From an optimization exercise on the open Yosys and OpenROAD flow, aimed at small area, a short achievable clock period and few clock cycles; shortcuts taken in it are not production practice.
In this exercise RTL edits were held to simulation tests only and were not proved equivalent to the original.
Power and IR drop assume default switching activity.

## job 4587
// fixed_point_alu
module fixed_point_alu (
    clk,
    rst,
    start,
    done,
    op,
    a,
    b,
    result
);
Size: ~82 flip-flops, ~64 I/O pins, roughly 0.014 sq mm of cells after synthesis.
Settings: LEC_CHECK=0, ABC_AREA=1, CAP_MARGIN=20, CORE_MARGIN=2, CORE_UTILIZATION=40, SETUP_SLACK_MARGIN=2.5, SLEW_MARGIN=20; clock period 7.0 ns.
run.sh (not shown) runs the stock make flow with config.mk's settings and CLKGATE_MAP_FILE= SYNTH_SCRIPT=/design/flow/synth_recipe.tcl, a recipe that flattens the netlist after the stock synthesis.
No stage failed in job 4587, and the final checks on the layout all came back clean.
Testbench counts of job 4587, summed over its fixed seeds: cycles 48,035.
--- input diff job 4587..job 6437 ---
# job 4587
export LEC_CHECK = 0
export ABC_AREA = 1
export CAP_MARGIN = 20
export CORE_MARGIN = 2
export CORE_UTILIZATION = 40
export SETUP_SLACK_MARGIN = 2.5
export SLEW_MARGIN = 20
create_clock -name core_clock -period 7.0 [get_ports {clk}]
# job 6437
export LEC_CHECK = 0
export ABC_AREA = 1
export CAP_MARGIN = 20
export CORE_MARGIN = 2
export CORE_UTILIZATION = 40
export SLEW_MARGIN = 20
create_clock -name core_clock -period 7.0 [get_ports {clk}]
==> flow/flow/run.sh (new file) <==
#!/bin/bash
# Standard layout, but the port buffers are plain buffers instead of the
# delay cells buffer_ports picks by default.
cp standard.sh standard_sh_copy.txt
export BUFFER_PORTS_ARGS="-buffer_cell sky130_fd_sc_hd__buf_2"
bash standard.sh > standard.log 2>&1
==> flow/standard.sh (new file) <==
#!/bin/bash
# synth_recipe.tcl (not shown) runs the flow's synth.tcl, then flattens the netlist and writes it again
# the make line also repeats each setting of config.mk as NAME=value (left out here)
make -C /OpenROAD-flow-scripts/flow DESIGN_CONFIG=/design/flow/config.mk WORK_HOME=/design/flow/orfs CLKGATE_MAP_FILE= SYNTH_SCRIPT=/design/flow/synth_recipe.tcl "${@:-finish}"
removed: flow/run.sh
[summary]
Job 6437 ended with every stage complete and zero timing, DRC or antenna violations.
Compared with job 4587, in job 6437 utilization shows a reduction of 7.3 points; shortest clock period the worst path allows after layout shows an increase of 1.01 ns; wire length shows a reduction of 3.0%; post-layout instance count excluding filler cells shows a reduction of about 5%; non-clock inverter total of the final layout shows a reduction of 2.
Run comparison: job 6437 cell with the largest stage delay on the worst path sky130_fd_sc_hd__fa_1; job 4587 cell with the largest stage delay on the worst path sky130_fd_sc_hd__fa_2
Fraction of area in clock buffers and inverters ends up higher on job 6437.
Job 6437: sum of met3 wire segment lengths after detailed routing 13% below job 4587
Part of the total power dissipated in combinational logic was lower in job 6437 than in job 4587.
[compare] base=job 4587 new=job 6437: worst-path maximum fanout increased by 19 relative to the old numbers; final worst setup slack decreased by 1.01 ns relative to the old numbers; required time at the worst-slack endpoint closely matched the old numbers.
Setup changes, job 6437 to job 6743
# job 6437
export LEC_CHECK = 0
export ABC_AREA = 1
export CAP_MARGIN = 20
export CORE_MARGIN = 2
export CORE_UTILIZATION = 40
export SLEW_MARGIN = 20
create_clock -name core_clock -period 7.0 [get_ports {clk}]
# job 6743
export LEC_CHECK = 0
export ABC_AREA = 1
export CAP_MARGIN = 20
export CORE_MARGIN = 2
export CORE_UTILIZATION = 50
export SETUP_SLACK_MARGIN = 1.5
export SLEW_MARGIN = 20
export TNS_END_PERCENT = 10
create_clock -name core_clock -period 7.0 [get_ports {clk}]
==> flow/run.sh (new file) <==
#!/bin/bash
# synth_recipe.tcl (not shown) runs the flow's synth.tcl, then flattens the netlist and writes it again
# the make line also repeats each setting of config.mk as NAME=value (left out here)
make -C /OpenROAD-flow-scripts/flow DESIGN_CONFIG=/design/flow/config.mk WORK_HOME=/design/flow/orfs CLKGATE_MAP_FILE= SYNTH_SCRIPT=/design/flow/synth_recipe.tcl finish
removed: flow/flow/run.sh
removed: flow/standard.sh
==> comparison <==
Job 6743 against job 6437: delay of the slowest cell on the worst path now sits higher; total routed wirelength now sits lower; power share of the sequential group now sits lower.
Taking job 6437 as the reference, in job 6743 switching part of the total now smaller; total via count after detailed routing up 2.6%; routed via count divided by cell count now sits higher.
Minimum clock period in job 6743 vs job 6437: down 1.03 ns
Job 6743: starting utilization of the core area is 11 points higher than what job 6437 reported.
The following lists how job 388 was set up differently from job 6743:
# job 6743
export LEC_CHECK = 0
export ABC_AREA = 1
export CAP_MARGIN = 20
export CORE_MARGIN = 2
export CORE_UTILIZATION = 50
export SETUP_SLACK_MARGIN = 1.5
export SLEW_MARGIN = 20
export TNS_END_PERCENT = 10
create_clock -name core_clock -period 7.0 [get_ports {clk}]
# job 388
export LEC_CHECK = 0
export ABC_AREA = 1
export CAP_MARGIN = 20
export CORE_MARGIN = 2
export CORE_UTILIZATION = 40
export SLEW_MARGIN = 20
create_clock -name core_clock -period 7.0 [get_ports {clk}]
### Flow results
- | wire length of the first global-routing pass | job 388 vs job 6743 | 610 microns lower |
- Routed wire in job 388 totals less than in job 6743.
- Floorplan check, job 388 vs job 6743: die outline larger in job 388
- Looking only at antenna cell count, and setting everything else aside, the higher value of job 6743 and job 388 goes to job 388.
- Comparing design area for job 6743 and job 388, the bigger number came from job 6743.
- Relative to job 6743, the buffer share of cell area of job 388 is lower by 1.0 points.
- Diff job 388..job 6743 | sum of negative setup slack | unchanged
- Of the two candidates, job 6743 has the better fmax and job 388 the worse one.
- Summary of the comparison: combined global-route utilization of all metal layers is lower in job 388, relative to job 6743.
- Hold-fix buffer count after cts came out exactly the same in job 6743 and job 388.

========
Setup of run A:
Starting RTL as in the previous note.
export LEC_CHECK = 0
export ABC_AREA = 1
export CAP_MARGIN = 20
export CORE_MARGIN = 2
export CORE_UTILIZATION = 50
export SETUP_SLACK_MARGIN = 1.5
export SLEW_MARGIN = 20
create_clock -name core_clock -period 7.0 [get_ports {clk}]
Stock flow here: none of the scripts above is used.
Every stage of the flow completed for run A, and the final layout passed the timing, DRC and antenna checks.
Testbench counts of run A, summed over its fixed seeds: cycles 48,035.
diff inputs: run A => run B
# run A
export LEC_CHECK = 0
export ABC_AREA = 1
export CAP_MARGIN = 20
export CORE_MARGIN = 2
export CORE_UTILIZATION = 50
export SETUP_SLACK_MARGIN = 1.5
export SLEW_MARGIN = 20
create_clock -name core_clock -period 7.0 [get_ports {clk}]
# run B
export LEC_CHECK = 0
export ABC_AREA = 1
export CAP_MARGIN = 20
export CORE_MARGIN = 2
export CORE_UTILIZATION = 40
export SETUP_SLACK_MARGIN = 2.0
export SLEW_MARGIN = 20
create_clock -name core_clock -period 7.0 [get_ports {clk}]
[summary]
Comparing run A and run B, die height is higher on run B. Going from run A to run B, combinational power grows by 21%. Per the comparison of run B with run A, via count shows an increase of 523; post-layout total power saw an increase. Highest layer used for signal routing: met4 -> run B, met5 -> run A.
[inputs] run C vs run B
# run B
export LEC_CHECK = 0
export ABC_AREA = 1
export CAP_MARGIN = 20
export CORE_MARGIN = 2
export CORE_UTILIZATION = 40
export SETUP_SLACK_MARGIN = 2.0
export SLEW_MARGIN = 20
create_clock -name core_clock -period 7.0 [get_ports {clk}]
# run C
export LEC_CHECK = 0
export ABC_AREA = 1
export CAP_MARGIN = 20
export CORE_MARGIN = 2
export CORE_UTILIZATION = 55
export SETUP_SLACK_MARGIN = 1.5
export SLEW_MARGIN = 20
export TNS_END_PERCENT = 10
create_clock -name core_clock -period 7.0 [get_ports {clk}]
[summary]
Every run (run B and run C) finished clean.
Per the comparison of run C with run B, HPWL after detailed placement -about 3.6%; total power shows a reduction of 810 uW.
The run showing the greater non-clock buffer total of the final layout is run B.
Taking run B over run C, the final area ratio works out to 1.09.
Run B tops out at a lower clock frequency than run C.
Density: run C denser than run B
Share of total power consumed by net switching, run B and run C, lower one = run B.
Re diode insertion count for antenna repair: run B and run C aren't equal, and the lower value belongs to run B.
Side by side, share of the cycle needed by the critical path after routing turned out lower in run C than in run B.
Edits applied to the flow inputs when going from run C to run D:
# run C
export LEC_CHECK = 0
export ABC_AREA = 1
export CAP_MARGIN = 20
export CORE_MARGIN = 2
export CORE_UTILIZATION = 55
export SETUP_SLACK_MARGIN = 1.5
export SLEW_MARGIN = 20
export TNS_END_PERCENT = 10
create_clock -name core_clock -period 7.0 [get_ports {clk}]
# run D
export LEC_CHECK = 0
export ABC_AREA = 1
export CAP_MARGIN = 20
export CORE_MARGIN = 2
export CORE_UTILIZATION = 40
export SETUP_SLACK_MARGIN = 1.5
export SLEW_MARGIN = 20
export TNS_END_PERCENT = 10
create_clock -name core_clock -period 7.0 [get_ports {clk}]
--- outcome ---
Sequential share of layout area essentially unchanged between run D and run C.
Run D against run C: placeable core area went up; fraction of power consumed by combinational cells moved up; non-clock buffer count has decreased; utilization of the core after routing fell 17 points; detail-routed net length per standard cell shows a reduction of 1.9%.
Run D vs run C: pin count of the biggest net entering global routing down by more than 10%
Inputs modified between run D and run E:
# run D
export LEC_CHECK = 0
export ABC_AREA = 1
export CAP_MARGIN = 20
export CORE_MARGIN = 2
export CORE_UTILIZATION = 40
export SETUP_SLACK_MARGIN = 1.5
export SLEW_MARGIN = 20
export TNS_END_PERCENT = 10
create_clock -name core_clock -period 7.0 [get_ports {clk}]
# run E
export LEC_CHECK = 0
export ABC_AREA = 1
export CAP_MARGIN = 20
export CORE_MARGIN = 2
export CORE_UTILIZATION = 40
export SETUP_SLACK_MARGIN = 1.5
export SLEW_MARGIN = 20
create_clock -name core_clock -period 7.0 [get_ports {clk}]
Notes after the runs:
Ratio of final minimum period to clock period was lower in the run labelled run D.
Of run E and run D, the lower top achievable clock speed belongs to run E.
Final period demand of the worst path in run E is 0.024 ns higher than in run D
Synthesized area came out exactly the same in run E and run D.
Summary of run E over run D: final area did not really move; total routed wirelength did not really move; post-synthesis to final-layout area growth went up; number of flip-flops and latches did not really move.
The final layouts of run E and run D pass the timing, DRC and antenna checks.

========
## try-xenon
The RTL this note starts from:
==> flow/design.v <==
module fixed_point_add #(
    parameter N = 20
) (
    input  [N - 1:0] x,
    input  [N - 1:0] y,
    input            ci,
    output [N - 1:0] s,
    output [N - 1:0] c,
    output           co
);
wire [N - 1:0] p0 = x ^ y;
wire [N - 1:0] g0 = x & y;
reg [N - 1:0] g, p;
integer i, k;
always @(*) begin
    g    = g0;
    p    = p0;
    g[0] = g0[0] | (p0[0] & ci);
    for (k = 1; k < N; k = k * 2)
        for (i = 0; i < N; i = i + 1)
            if ((i / k) % 2 == 1) begin
                g[i] = g[i] | (p[i] & g[(i / k) * k - 1]);
                p[i] = p[i] & p[(i / k) * k - 1];
            end
end
assign c  = {g[N - 2:0], ci};
assign s  = p0 ^ c;
assign co = g[N - 1];
endmodule
module fixed_point_sub;
endmodule
module fixed_point_mul;
endmodule
module fixed_point_div;
endmodule
module fixed_point_pow;
endmodule
module fixed_point_alu (
    clk,
    rst,
    start,
    done,
    op,
    a,
    b,
    result
);
parameter INTEGER_PART_WIDTH    = 11;
parameter FRACTIONAL_PART_WIDTH = 8;
localparam W = 19;
input clk;
input rst;
input  start;
output done;
input [2:0] op;
input signed [W - 1:0] a;
input signed [W - 1:0] b;
output reg signed [W - 1:0] result;
localparam [W - 1:0] MAXV = 19'h3ffff;
localparam [W - 1:0] MINV = 19'h40000;
localparam M_MUL  = 2'd0;
localparam M_DIV0 = 2'd1;
localparam M_DIV  = 2'd2;
reg        busy;
reg [1:0]  mode;
reg [3:0]  icnt;       
reg [10:0] pcnt;       
reg        neg;        
reg        dsb;        
reg        short;      
reg        prev;       
reg [19:0] sh;         
reg [20:0] acc;        
assign done = !busy;
wire go = start && !busy;
wire       as_div = op[1] & op[0];
wire [W:0] as_sum;
wire [W:0] as_c;
wire       as_co;
fixed_point_add #(.N(W + 1)) as_add (
    .x  (as_div ? {(W + 1){1'b0}} : {a[W - 1], a}),
    .y  (as_div ? {1'b0, a ^ {W{a[W - 1]}}} : ({b[W - 1], b} ^ {(W + 1){op[0]}})),
    .ci (as_div ? a[W - 1] : op[0]),
    .s  (as_sum),
    .c  (as_c),
    .co (as_co)
);
wire [W - 1:0] as_res = (as_sum[W] != as_sum[W - 1]) ? (as_sum[W] ? MINV : MAXV) : as_sum[W - 1:0];
wire a_small = (a[18:11] == {8{a[18]}});
wire b_small = (b[18:11] == {8{b[18]}});
wire m_swap  = b_small && !a_small;
function [21:0] brow;
    input [2:0]  bits;
    input [18:0] m;
    reg one, two, ng;
    reg [20:0] mm, x;
    begin
        one  = bits[0] ^ bits[1];
        two  = (bits == 3'b011) | (bits == 3'b100);
        ng   = bits[2] & ~(bits[1] & bits[0]);
        mm   = {{2{m[18]}}, m};
        x    = ({21{one}} & mm) | ({21{two}} & {mm[19:0], 1'b0});
        brow = {x[20] ^ ng, x ^ {21{ng}}};
    end
endfunction
wire [2:0]  bd0 = {sh[1:0], prev};
wire [2:0]  bd1 = sh[3:1];
wire        n0  = bd0[2] & ~(bd0[1] & bd0[0]);
wire        n1  = bd1[2] & ~(bd1[1] & bd1[0]);
wire [21:0] pr0 = brow(bd0, result);
wire [21:0] pr1 = brow(bd1, result);
wire [24:0] x0 = {{4{acc[20]}}, acc};
wire [24:0] x1 = {{3{pr0[21]}}, pr0};
wire [24:0] x2 = {pr1[21], pr1, n1, n1};
wire [24:0] cs_s = x0 ^ x1 ^ x2;
wire [24:0] cs_c = {(x0[23:0] & x1[23:0]) | (x0[23:0] & x2[23:0]) | (x1[23:0] & x2[23:0]), n0};
wire [24:0] msum;
wire [24:0] m_c;
wire        m_co;
fixed_point_add #(.N(25)) m_add (
    .x  (cs_s),
    .y  (cs_c),
    .ci (n1),
    .s  (msum),
    .c  (m_c),
    .co (m_co)
);
wire [20:0] acc_n = msum[24:4];
wire [19:0] sh_n  = {msum[3:0], sh[19:4]};
wire [24:0] m_p  = cs_s ^ cs_c;
wire [24:0] m_z  = ~(m_p[24:0] ^ {cs_s[23:0] | cs_c[23:0], 1'b0});
wire [24:0] m_o  = ~(m_p[24:0] ^ ~{cs_s[23:0] & cs_c[23:0], 1'b1});
wire m_fit_l = ((&m_z[24:11]) & ~(m_p[10] ^ m_c[10])) | ((&m_o[24:11]) & (m_p[10] ^ m_c[10]));
wire m_fit_s = ((&m_z[24:19]) & ~(m_p[18] ^ m_c[18])) | ((&m_o[24:19]) & (m_p[18] ^ m_c[18]));
wire [W - 1:0] m_raw = short ? {acc_n[14:0], sh_n[19:16]} : {acc_n[6:0], sh_n[19:8]};
wire           m_fit = short ? m_fit_s : m_fit_l;
wire [W - 1:0] m_res = m_fit ? m_raw : (acc_n[20] ? MINV : MAXV);
function [20:0] rinit;
    input n;
    rinit = {13'd0, ~n, {7{n}}};
endfunction
wire [18:0] da = result;
wire [18:0] bl = ~sh[18:0];
reg  [18:0] bl_sm;     
integer k;
always @(*) begin
    bl_sm[18] = bl[18];
    for (k = 17; k >= 0; k = k - 1) bl_sm[k] = bl_sm[k + 1] | bl[k];
end
wire [18:0] b_sm = (dsb && (bl == bl_sm)) ? {bl_sm[17:0], 1'b1} : bl_sm;
function le;
    input integer c;
    le = ((c >= 0 ? (da >> c) : (da << -c)) & ~b_sm) == 0;
endfunction
wire d_ovf = ((bl == 0) && !dsb) || !le(10);   
wire d_z   = le(-9);                           
wire d_l7  = le(-2);                           
wire d_l13 = le(4);                            
wire [26:0] nd = {da, 8'd0};
wire [18:0] t0 = {acc[17:0], result[18]};
wire [18:0] s0, c0;
wire        q1;
fixed_point_add #(.N(19)) d_sub0 (.x(t0), .y(sh[18:0]), .ci(~dsb), .s(s0), .c(c0), .co(q1));
wire [17:0] r0 = q1 ? s0[17:0] : t0[17:0];
wire [18:0] t1 = {r0, result[17]};
wire [18:0] s1, c1;
wire        q0;
fixed_point_add #(.N(19)) d_sub1 (.x(t1), .y(sh[18:0]), .ci(~dsb), .s(s1), .c(c1), .co(q0));
wire [17:0] r1 = q0 ? s1[17:0] : t1[17:0];
wire [16:0] qh = result[16:0];
reg  [16:0] qh_or;     
always @(*) begin
    qh_or[0] = 1'b0;
    for (k = 1; k < 17; k = k + 1) qh_or[k] = qh_or[k - 1] | qh[k - 1];
end
wire [16:0] qh_neg = qh ^ (qh_or | {17{q1}});
wire        q_any  = qh_or[16] | qh[16] | q1;
wire [W - 1:0] d_res = result[17] ? (neg ? MINV : MAXV) :
                       neg ? {q_any, qh_neg, q1} : {1'b0, qh, q1};
always @(posedge clk) begin
    if (rst) begin
        busy   <= 1'b0;
        result <= 0;
    end else if (go) begin
        case (op)
            3'd0, 3'd1: result <= as_res;
            3'd2: begin
                result <= m_swap ? a : b;
                sh     <= m_swap ? {b[W - 1], b} : {a[W - 1], a};
                short  <= a_small | b_small;
                prev   <= 1'b0;
                acc    <= rinit(a[W - 1] ^ b[W - 1]);
                icnt   <= (a_small | b_small) ? 4'd2 : 4'd4;
                pcnt   <= 11'd0;
                mode   <= M_MUL;
                busy   <= 1'b1;
            end
            3'd3: begin
                result <= as_sum[W - 1:0];
                sh     <= {1'b0, b ^ {W{~b[W - 1]}}};
                dsb    <= b[W - 1];
                neg    <= a[W - 1] ^ b[W - 1];
                mode   <= M_DIV0;
                busy   <= 1'b1;
            end
            default: begin
                result <= (b[18:8] == 0) ? 19'h00100 : a;
                sh     <= {a[W - 1], a};
                short  <= a_small;
                prev   <= 1'b0;
                acc    <= rinit(1'b0);
                icnt   <= a_small ? 4'd2 : 4'd4;
                pcnt   <= b[18:8] - 11'd2;
                mode   <= M_MUL;
                busy   <= (b[18:9] != 0);
            end
        endcase
    end else if (busy) begin
        case (mode)
            M_MUL: begin
                if (icnt == 0) begin
                    result <= m_res;
                    if (pcnt == 0) begin
                        busy <= 1'b0;
                    end else begin
                        pcnt <= pcnt - 1;
                        sh   <= {a[W - 1], a};
                        prev <= 1'b0;
                        acc  <= rinit(a[W - 1] ^ m_res[W - 1]);
                        icnt <= short ? 4'd2 : 4'd4;
                    end
                end else begin
                    acc  <= acc_n;
                    sh   <= sh_n;
                    prev <= sh[3];
                    icnt <= icnt - 1;
                end
            end
            M_DIV0: begin
                mode <= M_DIV;
                if (d_ovf) begin
                    result <= neg ? MINV : MAXV;
                    busy   <= 1'b0;
                end else if (d_z) begin
                    result <= 0;
                    busy   <= 1'b0;
                end else if (d_l7) begin
                    acc    <= nd >> 7;
                    result <= {nd[6:0], 12'd0};
                    icnt   <= 4'd3;
                end else if (d_l13) begin
                    acc    <= nd >> 13;
                    result <= {nd[12:0], 6'd0};
                    icnt   <= 4'd6;
                end else begin
                    acc    <= nd >> 19;
                    result <= nd[18:0];
                    icnt   <= 4'd9;
                end
            end
            default: begin
                acc[17:0] <= r1;
                if (icnt == 0) begin
                    result <= d_res;
                    busy   <= 1'b0;
                end else begin
                    result <= {result[16:0], q1, q0};
                    icnt   <= icnt - 1;
                end
            end
        endcase
    end
end
endmodule
clock: 7.0 ns
lec_check: 0
abc_area: 0
cap_margin: 20
core_margin: 2
core_utilization: 40
setup_slack_margin: 1.5
slew_margin: 20
Testbench counts of try-xenon, summed over its fixed seeds: cycles 48,035.
Input-level comparison between try-pepper and try-xenon:
Settings: changing ABC_AREA from 0 to 1.
==> flow/flow/run.sh (new file) <==
#!/bin/bash
# Standard layout, but the port buffers are plain buffers instead of the
# delay cells buffer_ports picks by default.
cp standard.sh standard_sh_copy.txt
export BUFFER_PORTS_ARGS="-buffer_cell sky130_fd_sc_hd__buf_1"
bash standard.sh > standard.log 2>&1
==> flow/standard.sh (new file) <==
#!/bin/bash
# synth_recipe.tcl (not shown) runs the flow's synth.tcl, then flattens the netlist and writes it again
# the make line also repeats each setting of config.mk as NAME=value (left out here)
make -C /OpenROAD-flow-scripts/flow DESIGN_CONFIG=/design/flow/config.mk WORK_HOME=/design/flow/orfs CLKGATE_MAP_FILE= SYNTH_SCRIPT=/design/flow/synth_recipe.tcl "${@:-finish}"
removed: flow/run.sh
Diff try-xenon -> try-pepper | area occupied by multi-input gates | down by a few percent. In try-pepper the tightest slew margin relative to the limit turned out 14 points lower than in try-xenon. | worst setup slack after layout | try-pepper vs try-xenon | 81 ps higher |. Summary of try-pepper over try-xenon: share of power burned in combinational logic roughly the same; row count rose about 1.5%; worst hold slack across all endpoints decreased by 13 ps relative to the old numbers. Number of well taps, try-pepper and try-xenon, higher one = try-pepper. Compared with try-xenon, try-pepper shows a lower worst IR drop on VDD. Re number of placed instances with taps included: try-xenon was lower than try-pepper. There was hardly any difference in register clock-pin slew on the reported worst setup and hold paths between try-xenon and try-pepper. Post-layout instance area | try-pepper below try-xenon.
Input changes introduced in try-zinc (baseline for comparison: try-pepper):
Settings: a change of SETUP_SLACK_MARGIN from 1.5 to 1.75.
==> flow/run.sh (new file) <==
#!/bin/bash
# synth_recipe.tcl (not shown) runs the flow's synth.tcl, then flattens the netlist and writes it again
# the make line also repeats each setting of config.mk as NAME=value (left out here)
make -C /OpenROAD-flow-scripts/flow DESIGN_CONFIG=/design/flow/config.mk WORK_HOME=/design/flow/orfs CLKGATE_MAP_FILE= SYNTH_SCRIPT=/design/flow/synth_recipe.tcl finish
removed: flow/flow/run.sh
removed: flow/standard.sh
==> summary.txt <==
try-zinc was carried through to the last stage, and its layout satisfied the timing, DRC and antenna checks. Of try-zinc and try-pepper, it is try-zinc that has the higher post-synthesis to final-layout area growth. In the metrics for try-pepper and try-zinc, the one carrying the higher headroom to the max-slew limit is try-pepper. Side by side, switching part of the total power turned out lower in try-zinc than in try-pepper. Delta(non-clock buffer count, try-zinc - try-pepper) > 0. Diff try-zinc..try-pepper | initial core utilization | unchanged. Changes observed in try-zinc relative to try-pepper: power after layout rose about 9%; synthesized cell count has remained practically unchanged; number of non-clock inverters grew by about 0.37%; vertical die dimension held; placed cell count has remained practically unchanged. In try-zinc, the achievable clock frequency came out 1.1% above the value in try-pepper.
Here is what was changed in the inputs of try-harbor compared with try-zinc.
Settings: SETUP_SLACK_MARGIN now 1.25, was 1.75.
Notes after the runs:
The flow did not stop early for try-harbor: all stages ran, and the layout cleared the timing, DRC and antenna checks.
From try-zinc to try-harbor the numbers moved as follows: total track usage went down by 0.81 points; worst setup margin went down by 79 ps; final cycle utilization of the critical path went up by 1.1 points; internal power component went down by about 14%.
--- input diff try-harbor..try-umber ---
Settings: CORE_UTILIZATION: 40 -> 50; TNS_END_PERCENT: unset -> 10; SETUP_SLACK_MARGIN: 1.25 -> 1.6.
Findings:
When the final numbers for try-umber and try-harbor were put side by side, the share of the clock period used by the worst path after layout turned out to be smaller in try-umber.
On try-umber: required time reported for the critical path endpoint is 30 ps higher than what try-harbor gave.
Between try-harbor and try-umber, the peak fanout along the critical path figures differ only marginally.

[separate check: timing with driven ports]
No port has a modelled driver above. Below, the same layouts with a new extraction and two added sets of constraints. Step 1 (the two cells are an assumption about what drives the block):
set clk [get_ports {clk}]
set_driving_cell -lib_cell sky130_fd_sc_hd__clkbuf_16 $clk
set_driving_cell -lib_cell sky130_fd_sc_hd__buf_2 [delete_from_list [all_inputs] $clk]
Step 2 also shifts input and output timing later by t, the mid clock arrival at the registers, as if the neighbouring blocks saw the same clock. a / b / c = no drivers / after step 1 / after step 2; a / b = the first two.
run | t, ns | setup slack, ns | worst hold slack (ns) | worst setup path at the end | pins driven straight from the clock port
job 4587 | 0.415 | 1.632 / 1.632 / 1.632 | 0.640 / 0.640 / 0.640 | register to register | 1
job 6437 | 0.410 | 0.622 / 0.622 / 0.622 | 0.636 / 0.636 / 0.636 | register to register | 1
job 6743 | 0.415 | 1.656 / 1.656 / 1.401 | 0.616 / 0.616 / 0.616 | input to register | 1
job 388 | 0.410 | 0.742 / 0.742 / 0.742 | 0.619 / 0.619 / 0.619 | register to register | 1
run A | 0.411 | 1.626 / 1.626 / 1.378 | 0.616 / 0.616 / 0.616 | input to register | 1
run B | 0.411 | 1.504 / 1.504 / 1.504 | 0.671 / 0.671 / 0.671 | register to register | 1
run C | 0.404 | 1.564 / 1.564 / 1.359 | 0.582 / 0.582 / 0.582 | input to register | 1
run D | 0.413 | 1.662 / 1.662 / 1.312 | 0.646 / 0.646 / 0.646 | input to register | 1
run E | 0.411 | 1.638 / 1.638 / 1.375 | 0.651 / 0.651 / 0.651 | input to register | 1
try-xenon | 0.415 | 1.475 / 1.475 / 1.289 | 0.643 / 0.643 / 0.643 | input to register | 1
try-pepper | 0.401 | 1.555 / 1.555 / 1.407 | 0.630 / 0.630 / 0.630 | input to register | 1
try-zinc | 0.412 | 1.612 / 1.612 / 1.612 | 0.644 / 0.644 / 0.644 | register to register | 1
try-harbor | 0.411 | 1.533 / 1.533 / 1.287 | 0.611 / 0.611 / 0.611 | input to register | 1
try-umber | 0.415 | 1.652 / 1.652 / 1.442 | 0.571 / 0.571 / 0.571 | input to register | 1
After both steps every run listed still meets setup and hold. For run D, which loses most, drivers alone change the setup slack by 0.000 ns; drivers and shift together by -0.350 ns.
